Background: an optimization exercise with open tools, aiming at small area. Do not read the settings as production practice.
Function was checked by simulation only, so behaviour that the tests miss may differ from the original.
Power and IR drop assume default switching activity.

===== flow/run.sh =====
#!/bin/bash
# The standard layout (the standard.sh, all steps), except that the
# input and output ports are buffered with the smallest buffer cell.
export BUFFER_PORTS_ARGS="-buffer_cell sky130_fd_sc_hd__buf_1"
bash standard.sh > standard.log 2>&1

===== standard.sh =====
#!/bin/bash
# synth_recipe.tcl (not shown) runs the flow's synth.tcl, then flattens the netlist and writes it again
# the make line also repeats each setting of config.mk as NAME=value (left out here)
make -C /OpenROAD-flow-scripts/flow DESIGN_CONFIG=/design/flow/config.mk WORK_HOME=/design/flow/orfs CLKGATE_MAP_FILE= SYNTH_SCRIPT=/design/flow/synth_recipe.tcl "${@:-finish}"

===== config.mk =====
export PLATFORM = sky130hd
export DESIGN_NAME = SR_full_top
export DESIGN_NICKNAME = SR_full_top
export VERILOG_FILES = /design/flow/design.v
export SDC_FILE = /design/flow/constraint.sdc
export NUM_CORES = 8
export LEC_CHECK = 0
export CAP_MARGIN = 20
export CORE_MARGIN = 2
export CORE_UTILIZATION = 55
export CTS_BUF_LIST = sky130_fd_sc_hd__clkbuf_8
export CTS_CLUSTER_DIAMETER = 100
export CTS_CLUSTER_SIZE = 15
export PLACE_DENSITY = 0.65
export SLEW_MARGIN = 20

===== constraint.sdc =====
create_clock -name core_clock -period 10.0 [get_ports {clk}]
set_input_delay 2.0000 -clock core_clock [delete_from_list [all_inputs] [get_ports {clk}]]
set_output_delay 2.0000 -clock core_clock [all_outputs]
set_load 0.01 [all_outputs]

===== design.v =====
`timescale 1ns / 1ps
module SR_chain #(parameter PH = 0) (
    input  wire       clk,
    input  wire       clr,
    input  wire [9:0] code,
    output wire       inc
);
    function automatic reachable(input integer v);
        begin
            if (PH == 0) reachable = 1'b1;
            else reachable = (v <= 721) || v == 725 || v == 739 || v == 1004 ||
                             v == 1018 || v == 1022 || v == 1023;
        end
    endfunction
    wire [31:0] row = 32'd1 << code[9:5];
    wire [31:0] col = 32'd1 << code[4:0];
    wire [1023:0] t;
    genvar r, c;
    generate for (r = 0; r < 32; r = r + 1) begin : rw
        for (c = 0; c < 32; c = c + 1) begin : cl
            if (reachable(r*32+c)) begin : e
                reg s1, s2;
                wire hit = row[r] & col[c];
                always @(posedge clk) begin
                    s1 <= hit | (s1 & ~clr);
                    s2 <= (s2 | (hit & s1)) & ~clr;
                end
                assign t[r*32+c] = hit & s1 & ~s2;
            end else begin : n
                assign t[r*32+c] = 1'b0;
            end
        end
    end endgenerate
    assign inc = |t;
endmodule
`timescale 1ns / 1ps
module SR_chain_control (
    input  wire       clk,
    input  wire       reset,
    input  wire       start,
    output reg  [7:0] q,
    output reg        run,
    output reg        frame_end,
    output reg        done
);
    wire last = (q == 8'd249);
    always @(posedge clk) begin
        if (reset) begin
            q <= 8'd235;
            run <= 1'b0;
            frame_end <= 1'b0;
            done <= 1'b0;
        end else begin
            if (run | start) begin
                q <= last ? 8'd0 : q + 8'd1;
                if (last) run <= 1'b1;
            end
            frame_end <= run & last;
            done <= run & (q >= 8'd22) & (q <= 8'd29);
        end
    end
endmodule
`timescale 1ns / 1ps
module cordic_rtop (
    input  wire        i_clk,
    input  wire [13:0] i_xval,
    input  wire [13:0] i_yval,
    output wire [9:0]  o_mag,
    output wire [9:0]  o_phase
);
    localparam NST = 12;
    wire sx = i_xval[13], sy = i_yval[13];
    wire [14:0] ex = {sx, i_xval};
    wire [14:0] ey = {sy, i_yval};
    wire [14:0] x0, y0;
    wire [14:0] pa = ex ^ {15{sx}};
    wire [14:0] pb = ey ^ {15{sy}};
    wire [14:0] pc = ex ^ {15{~sy}};
    wire [14:0] pd = ey ^ {15{sx}};
    wire px1 = pa[0] ^ pb[0];
    wire px2 = pa[0] & pb[0];
    wire px3 = sx ^ sy;
    wire px4 = sx & sy;
    wire px5 = pa[1] ^ pb[1] ^ px2;
    wire px6 = (pa[1] & pb[1]) | (px2 & (pa[1] ^ pb[1]));
    wire px7 = pa[2] ^ pb[2];
    wire px8 = pa[2] & pb[2];
    wire px9 = pa[3] ^ pb[3];
    wire px10 = pa[3] & pb[3];
    wire px11 = pa[4] ^ pb[4];
    wire px12 = pa[4] & pb[4];
    wire px13 = pa[5] ^ pb[5];
    wire px14 = pa[5] & pb[5];
    wire px15 = pa[6] ^ pb[6];
    wire px16 = pa[6] & pb[6];
    wire px17 = pa[7] ^ pb[7];
    wire px18 = pa[7] & pb[7];
    wire px19 = pa[8] ^ pb[8];
    wire px20 = pa[8] & pb[8];
    wire px21 = pa[9] ^ pb[9];
    wire px22 = pa[9] & pb[9];
    wire px23 = pa[10] ^ pb[10];
    wire px24 = pa[10] & pb[10];
    wire px25 = pa[11] ^ pb[11];
    wire px26 = pa[11] & pb[11];
    wire px27 = pa[12] ^ pb[12];
    wire px28 = pa[12] & pb[12];
    wire px29 = pa[13] ^ pb[13];
    wire px30 = pa[13] & pb[13];
    wire px31 = pa[14] ^ pb[14];
    wire px32 = pa[14] & pb[14];
    wire px33 = px1 ^ px3;
    wire px34 = px1 & px3;
    wire px35 = px4 ^ px5 ^ px34;
    wire px36 = (px4 & px5) | (px34 & (px4 ^ px5));
    wire px37 = px6 ^ px7 ^ px36;
    wire px38 = (px6 & px7) | (px36 & (px6 ^ px7));
    wire px39 = px8 ^ px9 ^ px38;
    wire px40 = (px8 & px9) | (px38 & (px8 ^ px9));
    wire px41 = px10 ^ px11 ^ px40;
    wire px42 = (px10 & px11) | (px40 & (px10 ^ px11));
    wire px43 = px12 ^ px13 ^ px42;
    wire px44 = (px12 & px13) | (px42 & (px12 ^ px13));
    wire px45 = px14 ^ px15 ^ px44;
    wire px46 = (px14 & px15) | (px44 & (px14 ^ px15));
    wire px47 = px16 ^ px17 ^ px46;
    wire px48 = (px16 & px17) | (px46 & (px16 ^ px17));
    wire px49 = px18 ^ px19 ^ px48;
    wire px50 = (px18 & px19) | (px48 & (px18 ^ px19));
    wire px51 = px20 ^ px21 ^ px50;
    wire px52 = (px20 & px21) | (px50 & (px20 ^ px21));
    wire px53 = px22 ^ px23 ^ px52;
    wire px54 = (px22 & px23) | (px52 & (px22 ^ px23));
    wire px55 = px24 ^ px25 ^ px54;
    wire px56 = (px24 & px25) | (px54 & (px24 ^ px25));
    wire px57 = px26 ^ px27 ^ px56;
    wire px58 = (px26 & px27) | (px56 & (px26 ^ px27));
    wire px59 = px28 ^ px29 ^ px58;
    wire px60 = (px28 & px29) | (px58 & (px28 ^ px29));
    wire px61 = px30 ^ px31 ^ px60;
    wire px62 = (px30 & px31) | (px60 & (px30 ^ px31));
    assign x0 = {px61, px59, px57, px55, px53, px51, px49, px47, px45, px43, px41, px39, px37, px35, px33};
    wire py1 = pc[0] ^ pd[0];
    wire py2 = pc[0] & pd[0];
    wire py3 = ~sy ^ sx;
    wire py4 = ~sy & sx;
    wire py5 = pc[1] ^ pd[1] ^ py2;
    wire py6 = (pc[1] & pd[1]) | (py2 & (pc[1] ^ pd[1]));
    wire py7 = pc[2] ^ pd[2];
    wire py8 = pc[2] & pd[2];
    wire py9 = pc[3] ^ pd[3];
    wire py10 = pc[3] & pd[3];
    wire py11 = pc[4] ^ pd[4];
    wire py12 = pc[4] & pd[4];
    wire py13 = pc[5] ^ pd[5];
    wire py14 = pc[5] & pd[5];
    wire py15 = pc[6] ^ pd[6];
    wire py16 = pc[6] & pd[6];
    wire py17 = pc[7] ^ pd[7];
    wire py18 = pc[7] & pd[7];
    wire py19 = pc[8] ^ pd[8];
    wire py20 = pc[8] & pd[8];
    wire py21 = pc[9] ^ pd[9];
    wire py22 = pc[9] & pd[9];
    wire py23 = pc[10] ^ pd[10];
    wire py24 = pc[10] & pd[10];
    wire py25 = pc[11] ^ pd[11];
    wire py26 = pc[11] & pd[11];
    wire py27 = pc[12] ^ pd[12];
    wire py28 = pc[12] & pd[12];
    wire py29 = pc[13] ^ pd[13];
    wire py30 = pc[13] & pd[13];
    wire py31 = pc[14] ^ pd[14];
    wire py32 = pc[14] & pd[14];
    wire py33 = py1 ^ py3;
    wire py34 = py1 & py3;
    wire py35 = py4 ^ py5 ^ py34;
    wire py36 = (py4 & py5) | (py34 & (py4 ^ py5));
    wire py37 = py6 ^ py7 ^ py36;
    wire py38 = (py6 & py7) | (py36 & (py6 ^ py7));
    wire py39 = py8 ^ py9 ^ py38;
    wire py40 = (py8 & py9) | (py38 & (py8 ^ py9));
    wire py41 = py10 ^ py11 ^ py40;
    wire py42 = (py10 & py11) | (py40 & (py10 ^ py11));
    wire py43 = py12 ^ py13 ^ py42;
    wire py44 = (py12 & py13) | (py42 & (py12 ^ py13));
    wire py45 = py14 ^ py15 ^ py44;
    wire py46 = (py14 & py15) | (py44 & (py14 ^ py15));
    wire py47 = py16 ^ py17 ^ py46;
    wire py48 = (py16 & py17) | (py46 & (py16 ^ py17));
    wire py49 = py18 ^ py19 ^ py48;
    wire py50 = (py18 & py19) | (py48 & (py18 ^ py19));
    wire py51 = py20 ^ py21 ^ py50;
    wire py52 = (py20 & py21) | (py50 & (py20 ^ py21));
    wire py53 = py22 ^ py23 ^ py52;
    wire py54 = (py22 & py23) | (py52 & (py22 ^ py23));
    wire py55 = py24 ^ py25 ^ py54;
    wire py56 = (py24 & py25) | (py54 & (py24 ^ py25));
    wire py57 = py26 ^ py27 ^ py56;
    wire py58 = (py26 & py27) | (py56 & (py26 ^ py27));
    wire py59 = py28 ^ py29 ^ py58;
    wire py60 = (py28 & py29) | (py58 & (py28 ^ py29));
    wire py61 = py30 ^ py31 ^ py60;
    wire py62 = (py30 & py31) | (py60 & (py30 ^ py31));
    assign y0 = {py61, py59, py57, py55, py53, py51, py49, py47, py45, py43, py41, py39, py37, py35, py33};
    localparam [NST-2:0] REGB = 11'b10010101010;
    reg [14:0] xr0;
    reg [13:0] rr0;
    reg [NST+1:0] dr0;    
    always @(posedge i_clk) begin
        xr0 <= x0;
        rr0 <= y0[13:0];      
        dr0 <= {sx, sy, y0[14], {(NST-1){1'b0}}};
    end
    wire [14:0] xa [0:NST-1], xb [0:NST-1];
    wire [13:0] ra [0:NST-1], rb [0:NST-1];
    wire        ma [0:NST-1];
    wire [NST+1:0] da [0:NST-1], db [0:NST-1];
    wire        gb [0:NST-1];
    reg  [14:0] xq [0:NST-2];
    reg  [13:0] rq [0:NST-2];
    reg  [NST+1:0] dq [0:NST-2];
    genvar i;
    generate for (i = 0; i < NST; i = i + 1) begin : it
        if (i == 0) begin : s0
            assign xa[0] = xr0; assign ra[0] = rr0; assign da[0] = dr0;
            assign ma[0] = dr0[NST-1];
        end else begin : sn
            if (REGB[i-1]) begin : sr
                assign xa[i] = xq[i-1]; assign ra[i] = rq[i-1]; assign da[i] = dq[i-1];
            end else begin : sc
                assign xa[i] = xb[i-1]; assign ra[i] = rb[i-1]; assign da[i] = db[i-1];
            end
            assign ma[i] = ~(da[i][NST-1-i] ^ da[i][NST-i]);
        end
        cordic_iter #(.S(i+1), .FAST(1), .CSEL(i <= 2), .CSX(i == 1)) u_it(.x(xa[i]), .r(ra[i]), .m(ma[i]), .neg(da[i][NST-1-i]),
                                    .xo(xb[i]), .ro(rb[i]), .nego(gb[i]));
        if (i < NST-1) begin : dn
            assign db[i] = da[i] | ({{(NST+1){1'b0}}, gb[i]} << (NST-2-i));
            if (REGB[i]) begin : rg
                always @(posedge i_clk) begin
                    xq[i] <= xb[i];
                    rq[i] <= rb[i];
                    dq[i] <= db[i];
                end
            end
        end else begin : dl
            assign db[i] = da[i];
        end
    end endgenerate
    cordic_mag mg(.x(xb[NST-1]), .o_mag(o_mag));
    cordic_phase pg(.f(da[NST-1]), .o_phase(o_phase));
endmodule
module cordic_mag (
    input  wire [14:0] x,
    output wire [9:0]  o_mag
);
    wire mg1 = x[0] ^ x[2];
    wire mg2 = x[0] & x[2];
    wire mg3 = x[1] ^ x[3];
    wire mg4 = x[1] & x[3];
    wire mg5 = ~x[0] ^ ~x[3];
    wire mg6 = ~x[0] & ~x[3];
    wire mg7 = ~x[1] ^ ~x[4];
    wire mg8 = ~x[1] & ~x[4];
    wire mg9 = ~x[2] ^ ~x[5];
    wire mg10 = ~x[2] & ~x[5];
    wire mg11 = x[0] ^ ~x[3] ^ ~x[6];
    wire mg12 = (x[0] & ~x[3]) | (~x[6] & (x[0] ^ ~x[3]));
    wire mg13 = x[1] ^ ~x[4] ^ ~x[7];
    wire mg14 = (x[1] & ~x[4]) | (~x[7] & (x[1] ^ ~x[4]));
    wire mg15 = ~x[5] ^ ~x[8] ^ ~x[12];
    wire mg16 = (~x[5] & ~x[8]) | (~x[12] & (~x[5] ^ ~x[8]));
    wire mg17 = x[14] ^ 1'b1;
    wire mg18 = x[14] & 1'b1;
    wire mg19 = ~x[6] ^ ~x[9] ^ ~x[13];
    wire mg20 = (~x[6] & ~x[9]) | (~x[13] & (~x[6] ^ ~x[9]));
    wire mg21 = 1'b1 ^ mg2 ^ mg3;
    wire mg22 = (1'b1 & mg2) | (mg3 & (1'b1 ^ mg2));
    wire mg23 = x[2] ^ x[4] ^ ~x[7];
    wire mg24 = (x[2] & x[4]) | (~x[7] & (x[2] ^ x[4]));
    wire mg25 = ~x[10] ^ x[14] ^ mg4;
    wire mg26 = (~x[10] & x[14]) | (mg4 & (~x[10] ^ x[14]));
    wire mg27 = x[3] ^ x[5] ^ ~x[8];
    wire mg28 = (x[3] & x[5]) | (~x[8] & (x[3] ^ x[5]));
    wire mg29 = ~x[11] ^ 1'b1;
    wire mg30 = ~x[11] & 1'b1;
    wire mg31 = x[4] ^ x[6] ^ ~x[9];
    wire mg32 = (x[4] & x[6]) | (~x[9] & (x[4] ^ x[6]));
    wire mg33 = ~x[12] ^ 1'b1;
    wire mg34 = ~x[12] & 1'b1;
    wire mg35 = x[5] ^ x[7] ^ ~x[10];
    wire mg36 = (x[5] & x[7]) | (~x[10] & (x[5] ^ x[7]));
    wire mg37 = ~x[13] ^ 1'b1;
    wire mg38 = ~x[13] & 1'b1;
    wire mg39 = x[6] ^ x[8] ^ ~x[11];
    wire mg40 = (x[6] & x[8]) | (~x[11] & (x[6] ^ x[8]));
    wire mg41 = x[7] ^ x[9];
    wire mg42 = x[7] & x[9];
    wire mg43 = x[8] ^ x[10];
    wire mg44 = x[8] & x[10];
    wire mg45 = ~x[0] ^ ~x[4];
    wire mg46 = ~x[0] & ~x[4];
    wire mg47 = ~x[1] ^ ~x[5];
    wire mg48 = ~x[1] & ~x[5];
    wire mg49 = ~x[2] ^ ~x[6];
    wire mg50 = ~x[2] & ~x[6];
    wire mg51 = ~x[7] ^ ~x[9] ^ 1'b1;
    wire mg52 = (~x[7] & ~x[9]) | (1'b1 & (~x[7] ^ ~x[9]));
    wire mg53 = ~x[8] ^ ~x[10] ^ mg6;
    wire mg54 = (~x[8] & ~x[10]) | (mg6 & (~x[8] ^ ~x[10]));
    wire mg55 = ~x[9] ^ ~x[11] ^ mg8;
    wire mg56 = (~x[9] & ~x[11]) | (mg8 & (~x[9] ^ ~x[11]));
    wire mg57 = ~x[10] ^ ~x[12] ^ mg10;
    wire mg58 = (~x[10] & ~x[12]) | (mg10 & (~x[10] ^ ~x[12]));
    wire mg59 = ~x[11] ^ ~x[13] ^ mg12;
    wire mg60 = (~x[11] & ~x[13]) | (mg12 & (~x[11] ^ ~x[13]));
    wire mg61 = mg1 ^ mg14 ^ mg15;
    wire mg62 = (mg1 & mg14) | (mg15 & (mg1 ^ mg14));
    wire mg63 = mg16 ^ mg18 ^ mg19;
    wire mg64 = (mg16 & mg18) | (mg19 & (mg16 ^ mg18));
    wire mg65 = mg20 ^ mg22 ^ mg23;
    wire mg66 = (mg20 & mg22) | (mg23 & (mg20 ^ mg22));
    wire mg67 = mg24 ^ mg26 ^ mg27;
    wire mg68 = (mg24 & mg26) | (mg27 & (mg24 ^ mg26));
    wire mg69 = mg28 ^ mg30 ^ mg31;
    wire mg70 = (mg28 & mg30) | (mg31 & (mg28 ^ mg30));
    wire mg71 = mg32 ^ mg34 ^ mg35;
    wire mg72 = (mg32 & mg34) | (mg35 & (mg32 ^ mg34));
    wire mg73 = x[14] ^ mg36 ^ mg38;
    wire mg74 = (x[14] & mg36) | (mg38 & (x[14] ^ mg36));
    wire mg75 = ~x[12] ^ 1'b1 ^ mg40;
    wire mg76 = (~x[12] & 1'b1) | (mg40 & (~x[12] ^ 1'b1));
    wire mg77 = ~x[13] ^ 1'b1 ^ mg42;
    wire mg78 = (~x[13] & 1'b1) | (mg42 & (~x[13] ^ 1'b1));
    wire mg79 = x[9] ^ x[11] ^ x[14];
    wire mg80 = (x[9] & x[11]) | (x[14] & (x[9] ^ x[11]));
    wire mg81 = x[10] ^ x[12];
    wire mg82 = x[10] & x[12];
    wire mg83 = x[11] ^ x[13];
    wire mg84 = x[11] & x[13];
    wire mg85 = ~x[0] ^ ~x[2];
    wire mg86 = ~x[0] & ~x[2];
    wire mg87 = ~x[1] ^ ~x[3];
    wire mg88 = ~x[1] & ~x[3];
    wire mg89 = ~x[2] ^ ~x[4];
    wire mg90 = ~x[2] & ~x[4];
    wire mg91 = ~x[3] ^ ~x[5];
    wire mg92 = ~x[3] & ~x[5];
    wire mg93 = ~x[6] ^ 1'b1 ^ mg45;
    wire mg94 = (~x[6] & 1'b1) | (mg45 & (~x[6] ^ 1'b1));
    wire mg95 = ~x[7] ^ mg46 ^ mg47;
    wire mg96 = (~x[7] & mg46) | (mg47 & (~x[7] ^ mg46));
    wire mg97 = ~x[8] ^ mg48 ^ mg49;
    wire mg98 = (~x[8] & mg48) | (mg49 & (~x[8] ^ mg48));
    wire mg99 = mg5 ^ mg50 ^ mg51;
    wire mg100 = (mg5 & mg50) | (mg51 & (mg5 ^ mg50));
    wire mg101 = mg7 ^ mg52 ^ mg53;
    wire mg102 = (mg7 & mg52) | (mg53 & (mg7 ^ mg52));
    wire mg103 = mg9 ^ mg54 ^ mg55;
    wire mg104 = (mg9 & mg54) | (mg55 & (mg9 ^ mg54));
    wire mg105 = mg11 ^ mg56 ^ mg57;
    wire mg106 = (mg11 & mg56) | (mg57 & (mg11 ^ mg56));
    wire mg107 = mg13 ^ mg58 ^ mg59;
    wire mg108 = (mg13 & mg58) | (mg59 & (mg13 ^ mg58));
    wire mg109 = mg17 ^ mg60 ^ mg61;
    wire mg110 = (mg17 & mg60) | (mg61 & (mg17 ^ mg60));
    wire mg111 = mg21 ^ mg62 ^ mg63;
    wire mg112 = (mg21 & mg62) | (mg63 & (mg21 ^ mg62));
    wire mg113 = mg25 ^ mg64 ^ mg65;
    wire mg114 = (mg25 & mg64) | (mg65 & (mg25 ^ mg64));
    wire mg115 = mg29 ^ mg66 ^ mg67;
    wire mg116 = (mg29 & mg66) | (mg67 & (mg29 ^ mg66));
    wire mg117 = mg33 ^ mg68 ^ mg69;
    wire mg118 = (mg33 & mg68) | (mg69 & (mg33 ^ mg68));
    wire mg119 = mg37 ^ mg70 ^ mg71;
    wire mg120 = (mg37 & mg70) | (mg71 & (mg37 ^ mg70));
    wire mg121 = mg39 ^ mg72 ^ mg73;
    wire mg122 = (mg39 & mg72) | (mg73 & (mg39 ^ mg72));
    wire mg123 = mg41 ^ mg74 ^ mg75;
    wire mg124 = (mg41 & mg74) | (mg75 & (mg41 ^ mg74));
    wire mg125 = mg43 ^ mg76 ^ mg77;
    wire mg126 = (mg43 & mg76) | (mg77 & (mg43 ^ mg76));
    wire mg127 = mg44 ^ mg78 ^ mg79;
    wire mg128 = (mg44 & mg78) | (mg79 & (mg44 ^ mg78));
    wire mg129 = 1'b1 ^ mg80 ^ mg81;
    wire mg130 = (1'b1 & mg80) | (mg81 & (1'b1 ^ mg80));
    wire mg131 = 1'b1 ^ mg82 ^ mg83;
    wire mg132 = (1'b1 & mg82) | (mg83 & (1'b1 ^ mg82));
    wire mg133 = x[12] ^ ~x[14] ^ mg84;
    wire mg134 = (x[12] & ~x[14]) | (mg84 & (x[12] ^ ~x[14]));
    wire mg135 = ~x[0] & 1'b1;
    wire mg136 = ~x[1] & mg135;
    wire mg137 = (1'b1 & mg85) | (mg136 & (1'b1 | mg85));
    wire mg138 = (mg86 & mg87) | (mg137 & (mg86 | mg87));
    wire mg139 = (mg88 & mg89) | (mg138 & (mg88 | mg89));
    wire mg140 = (mg90 & mg91) | (mg139 & (mg90 | mg91));
    wire mg141 = (mg92 & mg93) | (mg140 & (mg92 | mg93));
    wire mg142 = (mg94 & mg95) | (mg141 & (mg94 | mg95));
    wire mg143 = (mg96 & mg97) | (mg142 & (mg96 | mg97));
    wire mg144 = (mg98 & mg99) | (mg143 & (mg98 | mg99));
    wire mg145 = (mg100 & mg101) | (mg144 & (mg100 | mg101));
    wire mg146 = (mg102 & mg103) | (mg145 & (mg102 | mg103));
    wire mg147 = (mg104 & mg105) | (mg146 & (mg104 | mg105));
    wire mg148 = (mg106 & mg107) | (mg147 & (mg106 | mg107));
    wire mg149 = (mg108 & mg109) | (mg148 & (mg108 | mg109));
    wire mg150 = (mg110 & mg111) | (mg149 & (mg110 | mg111));
    wire mg151 = (mg112 & mg113) | (mg150 & (mg112 | mg113));
    wire mg152 = mg114 ^ mg115 ^ mg151;
    wire mg153 = (mg114 & mg115) | (mg151 & (mg114 ^ mg115));
    wire mg154 = mg116 ^ mg117 ^ mg153;
    wire mg155 = (mg116 & mg117) | (mg153 & (mg116 ^ mg117));
    wire mg156 = mg118 ^ mg119 ^ mg155;
    wire mg157 = (mg118 & mg119) | (mg155 & (mg118 ^ mg119));
    wire mg158 = mg120 ^ mg121 ^ mg157;
    wire mg159 = (mg120 & mg121) | (mg157 & (mg120 ^ mg121));
    wire mg160 = mg122 ^ mg123 ^ mg159;
    wire mg161 = (mg122 & mg123) | (mg159 & (mg122 ^ mg123));
    wire mg162 = mg124 ^ mg125 ^ mg161;
    wire mg163 = (mg124 & mg125) | (mg161 & (mg124 ^ mg125));
    wire mg164 = mg126 ^ mg127 ^ mg163;
    wire mg165 = (mg126 & mg127) | (mg163 & (mg126 ^ mg127));
    wire mg166 = mg128 ^ mg129 ^ mg165;
    wire mg167 = (mg128 & mg129) | (mg165 & (mg128 ^ mg129));
    wire mg168 = mg130 ^ mg131 ^ mg167;
    wire mg169 = (mg130 & mg131) | (mg167 & (mg130 ^ mg131));
    wire mg170 = mg132 ^ mg133 ^ mg169;
    wire mg171 = (mg132 & mg133) | (mg169 & (mg132 ^ mg133));
    assign o_mag = {mg170, mg168, mg166, mg164, mg162, mg160, mg158, mg156, mg154, mg152};
endmodule
module cordic_phase (
    input  wire [13:0] f,
    output wire [9:0]  o_phase
);
    wire pg1 = ~f[10] ^ ~f[8];
    wire pg2 = ~f[10] & ~f[8];
    wire pg3 = ~f[8] ^ ~f[7];
    wire pg4 = ~f[8] & ~f[7];
    wire pg5 = ~f[11] ^ ~f[10] ^ ~f[4];
    wire pg6 = (~f[11] & ~f[10]) | (~f[4] & (~f[11] ^ ~f[10]));
    wire pg7 = ~f[11] ^ ~f[8] ^ ~f[5];
    wire pg8 = (~f[11] & ~f[8]) | (~f[5] & (~f[11] ^ ~f[8]));
    wire pg9 = ~f[6] ^ ~f[4] ^ ~f[1];
    wire pg10 = (~f[6] & ~f[4]) | (~f[1] & (~f[6] ^ ~f[4]));
    wire pg11 = ~f[0] ^ 1'b1;
    wire pg12 = ~f[0] & 1'b1;
    wire pg13 = ~f[5] ^ ~f[2] ^ ~f[1];
    wire pg14 = (~f[5] & ~f[2]) | (~f[1] & (~f[5] ^ ~f[2]));
    wire pg15 = ~f[0] ^ pg2 ^ pg3;
    wire pg16 = (~f[0] & pg2) | (pg3 & (~f[0] ^ pg2));
    wire pg17 = ~f[6] ^ ~f[3] ^ ~f[2];
    wire pg18 = (~f[6] & ~f[3]) | (~f[2] & (~f[6] ^ ~f[3]));
    wire pg19 = ~f[1] ^ pg4;
    wire pg20 = ~f[1] & pg4;
    wire pg21 = ~f[10] ^ ~f[7] ^ ~f[4];
    wire pg22 = (~f[10] & ~f[7]) | (~f[4] & (~f[10] ^ ~f[7]));
    wire pg23 = ~f[3] ^ ~f[2];
    wire pg24 = ~f[3] & ~f[2];
    wire pg25 = ~f[11] ^ ~f[8] ^ ~f[5];
    wire pg26 = (~f[11] & ~f[8]) | (~f[5] & (~f[11] ^ ~f[8]));
    wire pg27 = ~f[4] ^ ~f[3] ^ 1'b1;
    wire pg28 = (~f[4] & ~f[3]) | (1'b1 & (~f[4] ^ ~f[3]));
    wire pg29 = ~f[9] ^ ~f[6] ^ ~f[5];
    wire pg30 = (~f[9] & ~f[6]) | (~f[5] & (~f[9] ^ ~f[6]));
    wire pg31 = ~f[11] ^ ~f[10];
    wire pg32 = ~f[11] & ~f[10];
    wire pg33 = ~f[3] ^ ~f[2];
    wire pg34 = ~f[3] & ~f[2];
    wire pg35 = ~f[3] ^ ~f[0] ^ pg6;
    wire pg36 = (~f[3] & ~f[0]) | (pg6 & (~f[3] ^ ~f[0]));
    wire pg37 = pg1 ^ pg8 ^ pg9;
    wire pg38 = (pg1 & pg8) | (pg9 & (pg1 ^ pg8));
    wire pg39 = pg10 ^ pg12 ^ pg13;
    wire pg40 = (pg10 & pg12) | (pg13 & (pg10 ^ pg12));
    wire pg41 = pg14 ^ pg16 ^ pg17;
    wire pg42 = (pg14 & pg16) | (pg17 & (pg14 ^ pg16));
    wire pg43 = pg18 ^ pg20 ^ pg21;
    wire pg44 = (pg18 & pg20) | (pg21 & (pg18 ^ pg20));
    wire pg45 = pg22 ^ pg24 ^ pg25;
    wire pg46 = (pg22 & pg24) | (pg25 & (pg22 ^ pg24));
    wire pg47 = ~f[4] ^ pg26 ^ pg28;
    wire pg48 = (~f[4] & pg26) | (pg28 & (~f[4] ^ pg26));
    wire pg49 = ~f[7] ^ ~f[6] ^ ~f[5];
    wire pg50 = (~f[7] & ~f[6]) | (~f[5] & (~f[7] ^ ~f[6]));
    wire pg51 = ~f[11] ^ ~f[8] ^ ~f[7];
    wire pg52 = (~f[11] & ~f[8]) | (~f[7] & (~f[11] ^ ~f[8]));
    wire pg53 = ~f[9] ^ ~f[8] ^ ~f[7];
    wire pg54 = (~f[9] & ~f[8]) | (~f[7] & (~f[9] ^ ~f[8]));
    wire pg55 = ~f[9] ^ ~f[8] ^ ((~f[13] & ~f[12]) | (~f[13] & f[12]));
    wire pg56 = (~f[9] & ~f[8]) | (((~f[13] & ~f[12]) | (~f[13] & f[12])) & (~f[9] ^ ~f[8]));
    wire pg57 = ~f[10] ^ ~f[9] ^ ((f[13] & f[12]));
    wire pg58 = (~f[10] & ~f[9]) | (((f[13] & f[12])) & (~f[10] ^ ~f[9]));
    wire pg59 = ~f[11] ^ ~f[10];
    wire pg60 = ~f[11] & ~f[10];
    wire pg61 = ~f[1] ^ pg5;
    wire pg62 = ~f[1] & pg5;
    wire pg63 = pg7 ^ pg34 ^ pg35;
    wire pg64 = (pg7 & pg34) | (pg35 & (pg7 ^ pg34));
    wire pg65 = pg11 ^ pg36 ^ pg37;
    wire pg66 = (pg11 & pg36) | (pg37 & (pg11 ^ pg36));
    wire pg67 = pg15 ^ pg38 ^ pg39;
    wire pg68 = (pg15 & pg38) | (pg39 & (pg15 ^ pg38));
    wire pg69 = pg19 ^ pg40 ^ pg41;
    wire pg70 = (pg19 & pg40) | (pg41 & (pg19 ^ pg40));
    wire pg71 = pg23 ^ pg42 ^ pg43;
    wire pg72 = (pg23 & pg42) | (pg43 & (pg23 ^ pg42));
    wire pg73 = pg27 ^ pg44 ^ pg45;
    wire pg74 = (pg27 & pg44) | (pg45 & (pg27 ^ pg44));
    wire pg75 = pg29 ^ pg46 ^ pg47;
    wire pg76 = (pg29 & pg46) | (pg47 & (pg29 ^ pg46));
    wire pg77 = pg30 ^ pg48 ^ pg49;
    wire pg78 = (pg30 & pg48) | (pg49 & (pg30 ^ pg48));
    wire pg79 = ~f[6] ^ pg50 ^ pg51;
    wire pg80 = (~f[6] & pg50) | (pg51 & (~f[6] ^ pg50));
    wire pg81 = ((~f[13] & ~f[12]) | (f[13] & f[12])) ^ pg52 ^ pg53;
    wire pg82 = (((~f[13] & ~f[12]) | (f[13] & f[12])) & pg52) | (pg53 & (((~f[13] & ~f[12]) | (f[13] & f[12])) ^ pg52));
    wire pg83 = pg31 ^ pg54 ^ pg55;
    wire pg84 = (pg31 & pg54) | (pg55 & (pg31 ^ pg54));
    wire pg85 = pg32 ^ pg56 ^ pg57;
    wire pg86 = (pg32 & pg56) | (pg57 & (pg32 ^ pg56));
    wire pg87 = ((~f[13] & ~f[12]) | (f[13] & ~f[12])) ^ pg58 ^ pg59;
    wire pg88 = (((~f[13] & ~f[12]) | (f[13] & ~f[12])) & pg58) | (pg59 & (((~f[13] & ~f[12]) | (f[13] & ~f[12])) ^ pg58));
    wire pg89 = ~f[11] ^ ((~f[13] & ~f[12]) | (f[13] & f[12])) ^ pg60;
    wire pg90 = (~f[11] & ((~f[13] & ~f[12]) | (f[13] & f[12]))) | (pg60 & (~f[11] ^ ((~f[13] & ~f[12]) | (f[13] & f[12]))));
    wire pg91 = pg33 & pg61;
    wire pg92 = (pg62 & pg63) | (pg91 & (pg62 | pg63));
    wire pg93 = (pg64 & pg65) | (pg92 & (pg64 | pg65));
    wire pg94 = (pg66 & pg67) | (pg93 & (pg66 | pg67));
    wire pg95 = (pg68 & pg69) | (pg94 & (pg68 | pg69));
    wire pg96 = (pg70 & pg71) | (pg95 & (pg70 | pg71));
    wire pg97 = (pg72 & pg73) | (pg96 & (pg72 | pg73));
    wire pg98 = (pg74 & pg75) | (pg97 & (pg74 | pg75));
    wire pg99 = pg76 ^ pg77 ^ pg98;
    wire pg100 = (pg76 & pg77) | (pg98 & (pg76 ^ pg77));
    wire pg101 = pg78 ^ pg79 ^ pg100;
    wire pg102 = (pg78 & pg79) | (pg100 & (pg78 ^ pg79));
    wire pg103 = pg80 ^ pg81 ^ pg102;
    wire pg104 = (pg80 & pg81) | (pg102 & (pg80 ^ pg81));
    wire pg105 = pg82 ^ pg83 ^ pg104;
    wire pg106 = (pg82 & pg83) | (pg104 & (pg82 ^ pg83));
    wire pg107 = pg84 ^ pg85 ^ pg106;
    wire pg108 = (pg84 & pg85) | (pg106 & (pg84 ^ pg85));
    wire pg109 = pg86 ^ pg87 ^ pg108;
    wire pg110 = (pg86 & pg87) | (pg108 & (pg86 ^ pg87));
    wire pg111 = pg88 ^ pg89 ^ pg110;
    wire pg112 = (pg88 & pg89) | (pg110 & (pg88 ^ pg89));
    wire pg113 = ((~f[13] & ~f[12]) | (f[13] & ~f[12])) ^ pg90 ^ pg112;
    wire pg114 = (((~f[13] & ~f[12]) | (f[13] & ~f[12])) & pg90) | (pg112 & (((~f[13] & ~f[12]) | (f[13] & ~f[12])) ^ pg90));
    wire pg115 = ((~f[13] & ~f[12]) | (f[13] & f[12])) ^ pg114;
    wire pg116 = ((~f[13] & ~f[12]) | (f[13] & f[12])) & pg114;
    wire pg117 = ((~f[13] & ~f[12]) | (~f[13] & f[12])) ^ pg116;
    wire pg118 = ((~f[13] & ~f[12]) | (~f[13] & f[12])) & pg116;
    assign o_phase = {pg117, pg115, pg113, pg111, pg109, pg107, pg105, pg103, pg101, pg99};
endmodule
module cordic_iter #(parameter S = 1, parameter FAST = 0, parameter CSEL = 0, parameter CSX = 0) (
    input  wire [14:0] x,
    input  wire [13:0] r,
    input  wire        m,
    input  wire        neg,
    output wire [14:0] xo,
    output wire [13:0] ro,
    output wire        nego
);
    localparam LB = 14 - S;           
    genvar j;
    wire [13:0] un = ~(r ^ {14{m}});
    wire [13:0] u = ~un;
    wire [15:0] cx;
    assign cx[0] = neg;
    if (CSX) begin : xs
        localparam LH = LB / 2;
        wire [15:0] e0, e1;
        wire [14:0] y0, y1;
        for (j = 0; j < LH; j = j + 1) begin : f
            assign xo[j] = x[j] ^ u[j+S] ^ cx[j];
            assign cx[j+1] = (x[j] & u[j+S]) | (cx[j] & (x[j] ^ u[j+S]));
        end
        assign e0[LH] = 1'b0;
        assign e1[LH] = 1'b1;
        for (j = LH; j < LB; j = j + 1) begin : g
            assign y0[j] = x[j] ^ u[j+S] ^ e0[j];
            assign e0[j+1] = (x[j] & u[j+S]) | (e0[j] & (x[j] ^ u[j+S]));
            assign y1[j] = x[j] ^ u[j+S] ^ e1[j];
            assign e1[j+1] = (x[j] & u[j+S]) | (e1[j] & (x[j] ^ u[j+S]));
            assign xo[j] = cx[LH] ? y1[j] : y0[j];
        end
        assign cx[LB] = cx[LH] ? e1[LB] : e0[LB];
        for (j = LB; j < 15; j = j + 1) begin : h
            assign xo[j] = x[j] ^ cx[j];
            assign cx[j+1] = x[j] & cx[j];
        end
    end else begin : xr
        for (j = 0; j < 15; j = j + 1) begin : ax
            if (j < LB) begin : f
                assign xo[j] = x[j] ^ u[j+S] ^ cx[j];
                assign cx[j+1] = (x[j] & u[j+S]) | (cx[j] & (x[j] ^ u[j+S]));
            end else begin : h
                assign xo[j] = x[j] ^ cx[j];
                assign cx[j+1] = x[j] & cx[j];
            end
        end
    end
    wire [14:0] ub = {1'b1, un};
    wire k = x[14];
    wire [15:0] cy;
    wire [14:0] d;
    assign cy[0] = 1'b0;
    if (CSEL) begin : cs
        localparam LH = LB / 2;
        wire [15:0] c0, c1;
        wire [14:0] d0, d1;
        for (j = 0; j < LH; j = j + 1) begin : dl
            assign d[j] = ub[j] ^ x[j+S] ^ cy[j];
            assign cy[j+1] = (ub[j] & x[j+S]) | (cy[j] & (ub[j] ^ x[j+S]));
        end
        assign c0[LH] = 1'b0;
        assign c1[LH] = 1'b1;
        for (j = LH; j < LB; j = j + 1) begin : dh
            assign d0[j] = ub[j] ^ x[j+S] ^ c0[j];
            assign c0[j+1] = (ub[j] & x[j+S]) | (c0[j] & (ub[j] ^ x[j+S]));
            assign d1[j] = ub[j] ^ x[j+S] ^ c1[j];
            assign c1[j+1] = (ub[j] & x[j+S]) | (c1[j] & (ub[j] ^ x[j+S]));
            assign d[j] = cy[LH] ? d1[j] : d0[j];
        end
        assign cy[LB] = cy[LH] ? c1[LB] : c0[LB];
    end else begin : rc
        for (j = 0; j < LB; j = j + 1) begin : dl
            assign d[j] = ub[j] ^ x[j+S] ^ cy[j];
            assign cy[j+1] = (ub[j] & x[j+S]) | (cy[j] & (ub[j] ^ x[j+S]));
        end
    end
    if (FAST) begin : fu
        wire [15:0] po, pa;
        assign po[LB] = 1'b0;
        assign pa[LB] = 1'b1;
        for (j = LB; j < 15; j = j + 1) begin : du
            assign po[j+1] = po[j] | ub[j];
            assign pa[j+1] = pa[j] & ub[j];
            assign cy[j+1] = k ? (cy[LB] | po[j+1]) : (cy[LB] & pa[j+1]);
            assign d[j] = ub[j] ^ k ^ cy[j];
        end
    end else begin : su
        for (j = LB; j < 15; j = j + 1) begin : du
            assign d[j] = ub[j] ^ k ^ cy[j];
            assign cy[j+1] = (ub[j] & k) | (cy[j] & (ub[j] ^ k));
        end
    end
    assign ro = d[13:0];
    assign nego = neg ^ ~d[14];
endmodule
`timescale 1ns / 1ps
module DBSCAN_ARG (
    input  wire       clk,
    input  wire       clr,
    input  wire       inc,
    input  wire       load,
    output reg  [6:0] count,
    output wire [9:0] out
);
    reg [6:0] run_cnt, prev, out_r;
    always @(posedge clk) begin
        if (clr) begin
            run_cnt <= 7'd0;
            count <= run_cnt;
            prev <= count;
        end else begin
            run_cnt <= run_cnt + {6'd0, inc};
        end
        if (load) out_r <= prev;
    end
    assign out = {3'b000, out_r};
endmodule
`timescale 1ns / 1ps
module mlp_24bit_scalable (
    input  wire        clk,
    input  wire [7:0]  q,
    input  wire [6:0]  c0,
    input  wire [6:0]  c1,
    output wire [3:0]  classification_result,
    output wire [23:0] regression_result
);
    localparam W0 = 12, W1 = 11, W2 = 15;    
    wire hid  = (q >= 8'd31) & (q <= 8'd44);    
    wire hidc = (q >= 8'd31) & (q <= 8'd37);    
    wire hid0 = (q == 8'd31);
    wire hidl = (q == 8'd44);
    reg [3:0] b;       
    reg [4:0] k;       
    wire bl = (b == 4'd13);
    always @(posedge clk) begin
        b <= (hidl | bl) ? 4'd0 : b + 4'd1;
        k <= hidl ? 5'd0 : k + {4'd0, bl};
    end
    wire have = (b == 4'd0) & (k != 5'd0) & (k <= 5'd11);
    wire [2:0] cs = q[2:0] + 3'd1;
    wire cb0 = c0[cs] & hidc;
    wire cb1 = c1[cs] & hidc;
    reg [13:0] h0, h1, h2;      
    reg        z0, z1, z2;      
    localparam [38*16-1:0] VROM = 608'b11100001000001111110111101000000111101111000010000011111101111010000001111011110000100000111111011110100000011110111100001000001111110111101000000111101111000010000011111101111010000001111011110000100000111111011110100000011110110110000011010111110100000111111110010111011001001110111001000010000000111111100011010100011101011010011111100111011111111101001111100011101111111010011111111111001101000011001101111100111101101010111011100000001000111111101110011111111010101000001101100111101110101111111110110001000100000101110101100011111110110000010100000100110001001101100000001100111011111100011000001000000;
    wire [37:0] vk = VROM[k[3:0]*38 +: 38];
    wire [W0-1:0] v0 = vk[11:0];
    wire [W1-1:0] v1 = vk[22:12];
    wire [W2-1:0] v2 = vk[37:23];
    reg [W0-1:0] d0; reg [W1-1:0] d1; reg [W2-1:0] d2;
    always @* begin
        if (hid) begin
            case ({cb1, cb0})
            2'b00: begin d0 = 0;   d1 = 0;   d2 = 0;   end
            2'b01: begin d0 = 50;  d1 = -10; d2 = -72; end
            2'b10: begin d0 = -22; d1 = 95;  d2 = 98;  end
            default: begin d0 = 28; d1 = 85; d2 = 26; end
            endcase
        end else begin
            d0 = (h0[0] & ~z0) ? v0 : {W0{1'b0}};
            d1 = (h1[0] & ~z1) ? v1 : {W1{1'b0}};
            d2 = (h2[0] & ~z2) ? v2 : {W2{1'b0}};
        end
    end
    wire first = hid ? hid0 : (b == 4'd0);
    wire [W0-1:0] i0 = hid ? -12'sd1110 : 12'd0;
    wire [W1-1:0] i1 = hid ? -11'sd380 : 11'd0;
    wire [W2-1:0] i2 = hid ? 15'sd2010 : 15'd0;
    reg [W0-1:0] A0; reg [6:0] L0;
    reg [W1-1:0] A1; reg [6:0] L1;
    reg [W2-1:0] A2; reg [6:0] L2;
    wire [W0:0] s0; wire [W1:0] s1; wire [W2:0] s2;
    mlp_radd #(W0) ad0(.a(first ? i0 : A0), .b(d0), .s(s0));
    mlp_radd #(W1) ad1(.a(first ? i1 : A1), .b(d1), .s(s1));
    mlp_radd #(W2) ad2(.a(first ? i2 : A2), .b(d2), .s(s2));
    always @(posedge clk) begin
        A0 <= s0[W0:1]; L0 <= {s0[0], L0[6:1]};
        A1 <= s1[W1:1]; L1 <= {s1[0], L1[6:1]};
        A2 <= s2[W2:1]; L2 <= {s2[0], L2[6:1]};
        h0 <= hid ? {s0[0], h0[13:1]} : {h0[0], h0[13:1]};
        h1 <= hid ? {s1[0], h1[13:1]} : {h1[0], h1[13:1]};
        h2 <= hid ? {s2[0], h2[13:1]} : {h2[0], h2[13:1]};
        if (hidl) begin
            z0 <= s0[W0]; z1 <= s1[W1]; z2 <= s2[W2];
        end
    end
    wire [W0+6:0] f0 = {A0, L0};
    wire [W1+6:0] f1 = {A1, L1};
    wire [W2+6:0] f2 = {A2, L2};
    localparam [20*16-1:0] OBROM = 320'b11111111011110111100111111110111101111001111111101111011110011111111011110111100111111110111101111000000100010100101101100000110001111111010000011101010100110010000101101110110100011111111011001100111000001010011101101000000001110100101001100001000000000100010000100010111010000011111101101001000000011111111011110111100;
    wire [19:0] obn = OBROM[k[3:0]*20 +: 20];
    wire [15:0] obk = obn[19:4];
    wire [3:0] nk = obn[3:0];    
    wire [22:0] e0 = {{(23-W0-7){f0[W0+6]}}, f0};
    wire [22:0] e1 = {{(23-W1-7){f1[W1+6]}}, f1};
    wire [22:0] e2 = {{(23-W2-7){f2[W2+6]}}, f2};
    wire [22:0] e3 = {{7{obk[15]}}, obk};
    wire [22:0] p1 = e0 ^ e1 ^ e2;
    wire [22:0] g1 = {(e0[21:0] & e1[21:0]) | (e2[21:0] & (e0[21:0] ^ e1[21:0])), 1'b0};
    wire [22:0] p2 = p1 ^ g1 ^ e3;
    wire [22:0] g2 = {(p1[21:0] & g1[21:0]) | (e3[21:0] & (p1[21:0] ^ g1[21:0])), 1'b0};
    wire [23:0] ok;
    mlp_radd #(23) ads(.a(p2), .b(g2), .s(ok));
    reg [15:0] okr;
    reg        fits;
    reg        cmpv;      
    always @(posedge clk) begin
        okr <= ok[15:0];
        fits <= (ok[22:15] == 8'h00) | (ok[22:15] == 8'hff);
        cmpv <= have;
    end
    reg [15:0] maxv;
    reg [3:0] maxi;
    reg [15:0] reg0;
    wire [15:0] ma = {~maxv[15], maxv[14:0]};
    wire [15:0] ob = {okr[15], ~okr[14:0]};
    wire [16:0] cc;
    assign cc[0] = 1'b1;
    genvar j;
    generate for (j = 0; j < 16; j = j + 1) begin : cmp
        assign cc[j+1] = (ma[j] & ob[j]) | (cc[j] & (ma[j] | ob[j]));
    end endgenerate
    wire gt = fits & ~cc[16];
    always @(posedge clk) begin
        if (cmpv) begin
            if (k == 5'd1) begin
                maxv <= okr; maxi <= 4'd0; reg0 <= okr;
            end else if (gt) begin
                maxv <= okr; maxi <= nk;
            end
        end
    end
    assign classification_result = maxi;
    assign regression_result = {{8{reg0[15]}}, reg0};
endmodule
module mlp_radd #(parameter W = 8) (
    input  wire [W-1:0] a,
    input  wire [W-1:0] b,
    output wire [W:0]   s
);
    wire [W:0] c;
    assign c[0] = 1'b0;
    genvar j;
    generate for (j = 0; j < W; j = j + 1) begin : fa
        assign s[j] = a[j] ^ b[j] ^ c[j];
        assign c[j+1] = (a[j] & b[j]) | (c[j] & (a[j] ^ b[j]));
    end endgenerate
    assign s[W] = a[W-1] ^ b[W-1] ^ c[W];
endmodule
`timescale 1ns / 1ps
module SR_full_top(input [13:0] ini,
                   input [13:0] inq,
                   input clk,
                   input reset,
                   input start,
                   output [9:0] out0,
                   output [9:0] out1,
                   output [3:0] classification_result,
                   output [23:0] regression_result,
                   output done,
                   output frame_end
    );
    wire [7:0] q;
    wire run;
    SR_chain_control ctl(.clk(clk), .reset(reset), .start(start), .q(q), .run(run),
                         .frame_end(frame_end), .done(done));
    wire [9:0] mag_c, arg_c;
    cordic_rtop cordic(.i_clk(clk), .i_xval(ini), .i_yval(inq), .o_mag(mag_c), .o_phase(arg_c));
    reg [9:0] mag, arg;
    always @(posedge clk) begin
        mag <= mag_c;
        arg <= arg_c;
    end
    wire clr = (q == 8'd241);
    wire inc_abs, inc_arg;
    SR_chain #(.PH(0)) hist_abs(.clk(clk), .clr(clr), .code(mag), .inc(inc_abs));
    SR_chain #(.PH(1)) hist_arg(.clk(clk), .clr(clr), .code(arg), .inc(inc_arg));
    wire [6:0] c_arg, c_abs;
    DBSCAN_ARG cnt_arg(.clk(clk), .clr(clr), .inc(inc_arg), .load(q == 8'd1), .count(c_arg), .out(out0));
    DBSCAN_ARG cnt_abs(.clk(clk), .clr(clr), .inc(inc_abs), .load(q == 8'd1), .count(c_abs), .out(out1));
    mlp_24bit_scalable mlp(.clk(clk), .q(q), .c0(c_arg), .c1(c_abs),
                           .classification_result(classification_result),
                           .regression_result(regression_result));
endmodule

==> notes.md <==
[final cells by class]
type	count	area (um^2)	area share
antenna	2	5.005	0.00003112
inverter	2211	8307	0.05165
multi-input combinational	8505	59990	0.3730
timing repair buffer	403	3237	0.02013
clock inverter	34	232.7	0.001447
tap	3589	4491	0.02792
sequential	3969	80280	0.4992
clock buffer	310	4267	0.02653
[critical path, delay by kind of cell, from the launching register on]
| kind | cells | cell delay [ns] |
|---|---|---|
| AND/OR/NAND/NOR | 4 | 1.11 |
| buffers and inverters | 4 | 0.23 |
| adder cells (fa/ha/maj) | 29 | 6.88 |
| AO/OA/AOI/OAI | 2 | 0.35 |
| XOR/XNOR | 4 | 0.61 |
| flip-flops | 1 | 0.36 |
[how the worst max path moves through the flow]
stage | slack, ns | from | endpoint | cells after the start
after floorplan | -0.07 | cordic.dr0[11] | cordic.xq[1][14] | 41
after global placement | 0.02 | cordic.dq[1][10] | cordic.xq[3][14] | 35
after detailed placement | -0.13 | cordic.dq[1][10] | cordic.xq[3][14] | 35
after CTS | 0.02 | cordic.dr0[11] | cordic.xq[1][14] | 38
after global routing | -0.06 | cordic.dq[7][3] | cordic.xq[10][14] | 43
final | 0.32 | cordic.dq[7][3] | cordic.xq[10][14] | 43
[state kept, by name, indices dropped and copies added, names as in the netlist, 8 cells and up]
register	flops
mlp.A1	11
cordic.rq	58
cordic.xr0	15
cordic.rr0	14
cordic.dq	46
cordic.xq	75
mlp.reg0	16
mag	10
mlp.h1	14
mlp.h2	14
hist_arg.rw.cl.e.s1	728
hist_abs.rw.cl.e.s1	1024
mlp.maxv	16
arg	10
mlp.h0	14
hist_abs.rw.cl.e.s2	1024
ctl.q	8
mlp.A2	15
hist_arg.rw.cl.e.s2	728
mlp.okr	16
mlp.A0	12
[power by group through the flow]
stage | logic (mW) | registers, mW | clock network [mW]
2_1_floorplan | 19.2 | 22.3 | 0
3_3_place_gp | 26.6 | 22.9 | 0
3_5_place_dp | 27.1 | 22.9 | 0
4_1_cts | 27.3 | 22.6 | 8.12
5_1_grt | 31.4 | 23.1 | 8.68
6_report | 27.8 | 22.7 | 7.93
[timing repair]
action | in CTS | in global routing
setup buffers | 4 | 15
pin swaps | 5 | 26
cloned | 0 | 0
gates resized for setup | 11 | 80
setup endpoints to repair | 4 | 19
[cell families after synthesis]
| kind of cell | share of synthesized area |
|---|---|
| AO/OA/AOI/OAI | 0.2092 |
| flip-flops | 0.5294 |
| buffers and inverters | 0.08358 |
| AND/OR/NAND/NOR | 0.09450 |
| adder cells (fa/ha/maj) | 0.06618 |
| XOR/XNOR | 0.01593 |
| multiplexers | 0.001180 |
| other | 0.00002473 |
[through the flow]
stage / power (mW) / util / cells
global route: 63.15 / 0.5872 / 19020
global placement: 49.51 / 0.5689 / 18660
detailed placement: 49.92 / 0.5690 / 18660
floorplan: 41.42 / - / 15830
CTS: 57.98 / 0.5856 / 19010
finish: 58.36 / 0.5872 / 19020
[cell usage in the layout (no fill, tap or decap), types with 39 or more instances in the layout]
master and instances:
a21oi_1 1829, a22o_1 1752, buf_1 72, buf_4 288, clkbuf_8 310, dfxtp_1 3879
edfxtp_1 81, fa_1 335, fa_2 39, ha_1 190, inv_1 2223, nand2_1 152
nand3_1 1823, nand4_1 82, nor2_1 422, nor2_4 121, nor4_1 98, o21ai_0 91
o22ai_1 883, xnor2_1 154, xor2_1 98
[layer usage]
metal  global-route usage  vias up  wire length [um]
li1                     -    53740                 -
met1               0.4038    54270            186300
met2               0.4632     3025            186800
met3              0.02802      643             23980
met4              0.08012        2             12090
met5                    0        -                13
==> reports/qor.yml <==
status: "timing/DRC/antenna clean"
synth_top_cells_by_count: "dfxtp_1 (3888), inv_1 (2209), a21oi_1 (1831)"
ys_warn_count: 13
rows: 192
postLayoutCellArea_um2: 160800
rr_worst_depth: 43
dieHeight_um: 529.1
antenna_left: 0
ys_seq_area_frac: 0.5294
cpMostUsedCell: "ha_1"
wire_per_inst_um: 21.51
p_clk_frac: 0.136
worstReg2RegEnd: "cordic.xq[10][14]"
p_switching_mw: 22.89
synth_edf_count: 81
path_clk_slew_ns: 0.10
drt_iter0_drc: 9139
dpl.hpwl_um: 252500
gp_congestion: 0.8568
synth.avg_cell_area_um2: 9.579
tightest_slew_ns: 1.200
grt_pass1_vias: 103400
p_int_mw: 35.47
cts_buffer_depth: 4
yosysTopAreaCell: "dfxtp_1"
drive_above_1_share: 0.05864
hold_path_depth: 0
rsz0062_at_grt: "true"
dr.pass1.iters: 7
drt_wl_total_um: 409200
antenna_found_initial: 5
combPwrFrac: 0.476
crit_slowest_cell: "or4_4"
num-fill-cells: 23900
num_vias: 111700
cts_tree: "done"
grt_overflow: 0
rrSetupSlack_ns: 0.32
power.density_nw_per_um2: 362.9
drv_cap: 0
hold_end: "cordic.dq[10][9]"
hold_path.class: "reg2reg"
tns_ns: 0
critPathArrivalTime_ns: 10.64
rr_startpoint: "cordic.dq[7][3]"
synth_cell_types: 84
die-area_um2: 279900
numPortBuffers: 74
ios: 81
setup_violations: 0
track_usage: 0.2851
ctsHoldBuffers: 0
place_area_um2: 155800
clock_sinks: 3969
max_freq_mhz: 103.3
vias_per_cell: 5.871
root_buffer: "clkbuf_8"
yosysTopAreaCellShare: 0.5133
cpPeakStageDelay_ns: 0.54
htreeDepth: 5
place_ws_ns: -0.1306
post-route-min-period_ns: 9.678
die_w_um: 529.1
yosysMostFrequentCell: "dfxtp_1"
synthArstFlopShare: 0
synth_area_leaders: "dfxtp_1 (51%), a22o_1 (10%), a21oi_1 (6.0%)"
endpoint_kind: "flop"
syn_to_final_growth_pct: 6.060
initial_core_util: 0.5536
synth-main-ff-cell: "dfxtp_1"
grt_pass1_wl_um: 624700
slew_headroom: 0.1924
timing.final.ws_setup_ns: 0.3216
clock_skew_ns: 0.06884
crit_type: "reg2reg"
core_area_um2: 273900
period_share: 0.9678
final_nets: 15990
final-hold-violation-count: 0
min_from: "cordic.dq[7][9]"
syn_area_um2: 151600
clk_latency_ns: 1.08
irDropWorstVdd_mv: 0.6106
syn_inst: 15830
hold_ws_ns: 0.3190
grt_max_degree: 221
drv_slew: 0
drc: 0
path_max_fanout: 3
swShare: 0.3922
setup.worst_path.start_class: "flop"
cts_buffers: 303
cp.required_ns: 10.96
power_leakage_nw: 72.89
seqPwrFrac: 0.388
ys_ff_latch: 3969

separate check: timing with driven ports:
No port has a modelled driver above. Below, the same layout with a new extraction and two added sets of constraints. Step 1 sets driving cells, clkbuf_16 on the clock port and buf_2 on the other inputs (assumed; they add their load-dependent delay and slew). Step 2, shift: input delay + t, output delay - t, t = (earliest + latest rising clock arrival at the registers) / 2. This alone moves slack from input paths to output paths. Slacks: ideal / step 1 / step 2; pairs: ideal / step 1.
t (ns): 1.144
setup WS [ns]: 0.322 / 0.322 / 0.322
clock arrival spread, ns: 0.071 / 0.071
slew at the worst register clock pin (ns): 0.11 / 0.11
pins driven straight from the clock port: 1
After both steps setup and hold are still met in this run. The setup slack of this run moves by 0.000 ns with the drivers and by 0.000 ns with both steps.
